Context: an optimization exercise on an open-source flow, tuned for small area. The choices shown serve that exercise and are no tape-out recipe. At most, simulation tests tie the RTL to the original design; equivalence was not proved. Power is estimated from default activity; no workload was simulated.

the reference run:
Design FIR_filter, start of the top module:
module FIR_filter #(parameter order = 10)(
	input logic clk,
	input logic reset,
	input logic x_valid,
	input logic signed [23:0] x,
	input logic [16*order - 1:0] h,
	output logic signed [39:0] y
);
	localparam int R = order - 1;		 
	logic [23:0] ring [0:R - 1];		 
	logic [23:0] hold;			 
	logic [3:0] age;			 
	logic pend;				 
	logic ins;				 
	logic last;				 
	logic [3:0] left;			 
	logic [3:0] nvalid;			 
	logic [3:0] k;				 
	logic use_k;				 
	logic [39:0] acc;
	wire [23:0] tail = ring[R - 1];
	wire [23:0] smp_n = ~(last ? hold : tail);	 
	logic [3:0] age_n, left_n, nvalid_n, k_n;
	logic pend_n, use_n;
	always_comb begin
		if (reset) begin
			pend_n = 1'b0;
			left_n = '0;
			nvalid_n = '0;
			age_n = R - 1;
		end else if (x_valid) begin
			pend_n = 1'b1;
			left_n = order;
			nvalid_n = (nvalid == order) ? nvalid : nvalid + 4'd1;
			age_n = (age == 0) ? R : age;
		end else begin
			pend_n = pend & ~ins;
			left_n = (left != 0) ? left - 4'd1 : left;
			nvalid_n = nvalid;
			if (pend && !ins)
				age_n = (age == 1) ? R : age - 4'd1;	 
			else
				age_n = (age == 0) ? R - 1 : age - 4'd1;	 
		end
		k_n = (left_n == 1) ? 4'd0 : age_n;
		use_n = (left_n != 0) && (k_n < nvalid_n);
	end
	logic [order - 1:0] sel;		 
	always_comb
		for (int j = 0; j < order; j++) sel[j] = use_k && k == j;
	logic [15:0] tap;
	genvar b;
	generate
	for (b = 0; b < 16; b++) begin : tap_mux
		sel_or10 u_mux (.sel(sel), .d({h[144 + b], h[128 + b], h[112 + b], h[96 + b], h[80 + b],
			h[64 + b], h[48 + b], h[32 + b], h[16 + b], h[b]}), .y(tap[b]));
	end
	endgenerate
	logic [39:0] sum;
	mac_mult u_mult (.act(left != 0), .a(tap), .bn(smp_n), .acc(acc), .p(sum));
	always_ff @(posedge clk) begin
		ring[0] <= ins ? hold : tail;
		for (int i = 1; i < R; i++) ring[i] <= ring[i - 1];
		if (x_valid) hold <= x;
		acc <= x_valid ? 40'hAAAE000000 : sum;
		k <= k_n;
		use_k <= use_n;
		pend <= pend_n;
		ins <= pend_n && age_n == R;
		last <= left_n == 1;
		left <= left_n;
		nvalid <= nvalid_n;
		age <= age_n;
	end
	assign y = acc;
endmodule
Size: about 1400 cells after synthesis, ~230 I/O pins.
==> module sel_or10, before the edit <==
module sel_or10 (
	input logic [9:0] sel,
	input logic [9:0] d,
	output logic y
);
	logic n0, n1, n2, n3;
	aoi222_cell u_a0 (sel[0], d[0], sel[1], d[1], sel[2], d[2], n0);
	aoi222_cell u_a1 (sel[3], d[3], sel[4], d[4], sel[5], d[5], n1);
	aoi222_cell u_a2 (sel[6], d[6], sel[7], d[7], sel[8], d[8], n2);
	assign n3 = ~(sel[9] & d[9]);
	assign y = ~(n0 & n1 & n2 & n3);
endmodule
==> module aoi222_cell, before the edit <==
module aoi222_cell (
	input logic a1,
	input logic a2,
	input logic b1,
	input logic b2,
	input logic c1,
	input logic c2,
	output logic y
);
	assign y = ~((a1 & a2) | (b1 & b2) | (c1 & c2));
endmodule
==> module FIR_filter, before the edit <==
module FIR_filter #(parameter order = 10)(
	input logic clk,
	input logic reset,
	input logic x_valid,
	input logic signed [23:0] x,
	input logic [16*order - 1:0] h,
	output logic signed [39:0] y
);
	localparam int R = order - 1;		 
	logic [23:0] ring [0:R - 1];		 
	logic [23:0] hold;			 
	logic [3:0] age;			 
	logic pend;				 
	logic ins;				 
	logic last;				 
	logic [3:0] left;			 
	logic [3:0] nvalid;			 
	logic [3:0] k;				 
	logic use_k;				 
	logic [39:0] acc;
	wire [23:0] tail = ring[R - 1];
	wire [23:0] smp_n = ~(last ? hold : tail);	 
	logic [3:0] age_n, left_n, nvalid_n, k_n;
	logic pend_n, use_n;
	always_comb begin
		if (reset) begin
			pend_n = 1'b0;
			left_n = '0;
			nvalid_n = '0;
			age_n = R - 1;
		end else if (x_valid) begin
			pend_n = 1'b1;
			left_n = order;
			nvalid_n = (nvalid == order) ? nvalid : nvalid + 4'd1;
			age_n = (age == 0) ? R : age;
		end else begin
			pend_n = pend & ~ins;
			left_n = (left != 0) ? left - 4'd1 : left;
			nvalid_n = nvalid;
			if (pend && !ins)
				age_n = (age == 1) ? R : age - 4'd1;	 
			else
				age_n = (age == 0) ? R - 1 : age - 4'd1;	 
		end
		k_n = (left_n == 1) ? 4'd0 : age_n;
		use_n = (left_n != 0) && (k_n < nvalid_n);
	end
	logic [order - 1:0] sel;		 
	always_comb
		for (int j = 0; j < order; j++) sel[j] = use_k && k == j;
	logic [15:0] tap;
	genvar b;
	generate
	for (b = 0; b < 16; b++) begin : tap_mux
		sel_or10 u_mux (.sel(sel), .d({h[144 + b], h[128 + b], h[112 + b], h[96 + b], h[80 + b],
			h[64 + b], h[48 + b], h[32 + b], h[16 + b], h[b]}), .y(tap[b]));
	end
	endgenerate
	logic [39:0] sum;
	mac_mult u_mult (.act(left != 0), .a(tap), .bn(smp_n), .acc(acc), .p(sum));
	always_ff @(posedge clk) begin
		ring[0] <= ins ? hold : tail;
		for (int i = 1; i < R; i++) ring[i] <= ring[i - 1];
		if (x_valid) hold <= x;
		acc <= x_valid ? 40'hAAAE000000 : sum;
		k <= k_n;
		use_k <= use_n;
		pend <= pend_n;
		ins <= pend_n && age_n == R;
		last <= left_n == 1;
		left <= left_n;
		nvalid <= nvalid_n;
		age <= age_n;
	end
	assign y = acc;
endmodule
clock: 10.0 ns
lec_check: 0
cap_margin: 0
core_margin: 2
core_utilization: 60
slew_margin: 0
synth_hierarchical: 1
standard.sh (not shown) runs the stock make flow with config.mk's settings and CLKGATE_MAP_FILE= SYNTH_SCRIPT=/design/flow/synth_recipe.tcl, a recipe that flattens the netlist after the stock synthesis.
==> flow/flow/run.sh <==
#!/bin/bash
# The standard layout, with three changes to how it is made:
#  - ports are buffered with the smallest buffer (buf_1) instead of the default choice;
#  - before floorplanning, combinational cells that synthesis upsized are set back to their
#    smallest size (downsize.tcl); the flow's timing repair upsizes again where needed;
#  - clock tree synthesis adds no dummy load cells.
# make's full output goes to flow_make.log; each step's log is under orfs/logs/.
set -euo pipefail
here=$(pwd)
bash standard.sh \
  "BUFFER_PORTS_ARGS=-buffer_cell sky130_fd_sc_hd__buf_1" \
  "PRE_FLOORPLAN_TCL=$here/flow/downsize.tcl" \
  "CTS_ARGS=-sink_clustering_enable -repair_clock_nets -sink_clustering_size 20 -sink_clustering_max_diameter 70 -buf_list sky130_fd_sc_hd__clkbuf_8 -dont_use_dummy_load" \
  finish > "$here/flow_make.log" 2>&1
==> flow/flow/downsize.tcl <==
# Set every combinational cell that is not a buffer, delay or clock cell to the smallest
# size of its kind (for example a22oi_2 -> a22oi_1). Sequential cells are left alone.
set db [ord::get_db]
set n 0
foreach inst [[ord::get_db_block] getInsts] {
  set master [$inst getMaster]
  set name [$master getName]
  if { ![regexp {^sky130_fd_sc_hd__([a-z0-9]+)_([0-9]+)$} $name -> base drive] } { continue }
  if { [regexp {^(df|edf|sdf|sedf|dl|clk|buf|dly|conb|tap|fill|decap|diode|probe|lpflow)} $base] } { continue }
  set best $master
  foreach d {0 1 2} {
    set cand [$db findMaster "sky130_fd_sc_hd__${base}_$d"]
    if { $cand ne "NULL" && [$cand getWidth] < [[set best] getWidth] } { set best $cand }
  }
  if { $best ne $master } {
    replace_cell [$inst getName] [$best getName]
    incr n
  }
}
puts "downsize.tcl: resized $n instances"
For the trial run, these inputs were changed with respect to the reference run:
--- a/flow/design.v
+++ b/flow/design.v
@@ -1112,33 +1112,10 @@
 	input logic b0_n,
 	output logic p
 );
 	assign p = (~one_n & ~b0_n) ^ neg;
 endmodule
-module sel_or10 (
-	input logic [9:0] sel,
-	input logic [9:0] d,
-	output logic y
-);
-	logic n0, n1, n2, n3;
-	aoi222_cell u_a0 (sel[0], d[0], sel[1], d[1], sel[2], d[2], n0);
-	aoi222_cell u_a1 (sel[3], d[3], sel[4], d[4], sel[5], d[5], n1);
-	aoi222_cell u_a2 (sel[6], d[6], sel[7], d[7], sel[8], d[8], n2);
-	assign n3 = ~(sel[9] & d[9]);
-	assign y = ~(n0 & n1 & n2 & n3);
-endmodule
-module aoi222_cell (
-	input logic a1,
-	input logic a2,
-	input logic b1,
-	input logic b2,
-	input logic c1,
-	input logic c2,
-	output logic y
-);
-	assign y = ~((a1 & a2) | (b1 & b2) | (c1 & c2));
-endmodule
 `timescale 1ns/1ps
 module FIR_filter #(parameter order = 10)(
 	input logic clk,
 	input logic reset,
 	input logic x_valid,
@@ -1183,21 +1160,16 @@
 				age_n = (age == 0) ? R - 1 : age - 4'd1;	 
 		end
 		k_n = (left_n == 1) ? 4'd0 : age_n;
 		use_n = (left_n != 0) && (k_n < nvalid_n);
 	end
-	logic [order - 1:0] sel;		 
-	always_comb
-		for (int j = 0; j < order; j++) sel[j] = use_k && k == j;
 	logic [15:0] tap;
-	genvar b;
-	generate
-	for (b = 0; b < 16; b++) begin : tap_mux
-		sel_or10 u_mux (.sel(sel), .d({h[144 + b], h[128 + b], h[112 + b], h[96 + b], h[80 + b],
-			h[64 + b], h[48 + b], h[32 + b], h[16 + b], h[b]}), .y(tap[b]));
+	always_comb begin
+		tap = '0;
+		for (int j = 0; j < order; j++)
+			if (use_k && k == j) tap = tap | h[16*j +: 16];
 	end
-	endgenerate
 	logic [39:0] sum;
 	mac_mult u_mult (.act(left != 0), .a(tap), .bn(smp_n), .acc(acc), .p(sum));
 	always_ff @(posedge clk) begin
 		ring[0] <= ins ? hold : tail;
 		for (int i = 1; i < R; i++) ring[i] <= ring[i - 1];
Findings:
In summary, the trial run completed successfully, with a layout that passed the timing, DRC and antenna checks.
The trial run vs the reference run — fraction of power consumed by the clock network rose 1.6 points.
Relative to the reference run, instance area after placement has increased by 0.67% in the trial run.
Compared with the reference run, the trial run shows power share of the combinational group lower by 4.6 points.
Summary of the trial run over the reference run: sequential share of layout area -0.24 points; die area +0.77%; routed wire length went up 320 um.
Taking the reference run as the reference, in the trial run fraction of the cycle the final worst path needs rose by 2.7 points; length of routed wiring on met1 rose by 0.46%.
No functional check of the RTL was part of the reference run.

-- port drivers added, routing unchanged --
The flow's constraints put no driver on any port. The routed layouts listed below were extracted and timed again, unchanged, in two steps.
Step 1 assumes that a clkbuf_16 drives the clock port and a buf_2 every other input.
Step 2 adds t to the input delays and takes it off the output delays; t is the mean of the earliest and latest rising clock arrival at the registers after step 1. Input paths then give back, and output paths get back, about the clock's delay inside the block.
a / b / c = ideal ports / drivers / drivers and shift; a / b = the first two.
run | t, ns | setup slack, ns | worst setup path at the end | pins driven straight from the clock port
the reference run | 0.579 | 1.500 / 1.525 / 0.946 | input to register | 1
the trial run | 0.590 | 1.234 / 1.263 / 0.673 | input to register | 1
After both steps every run listed still meets setup and hold. For the trial run, which loses most, drivers alone change the setup slack by +0.029 ns; drivers and shift together by -0.561 ns.
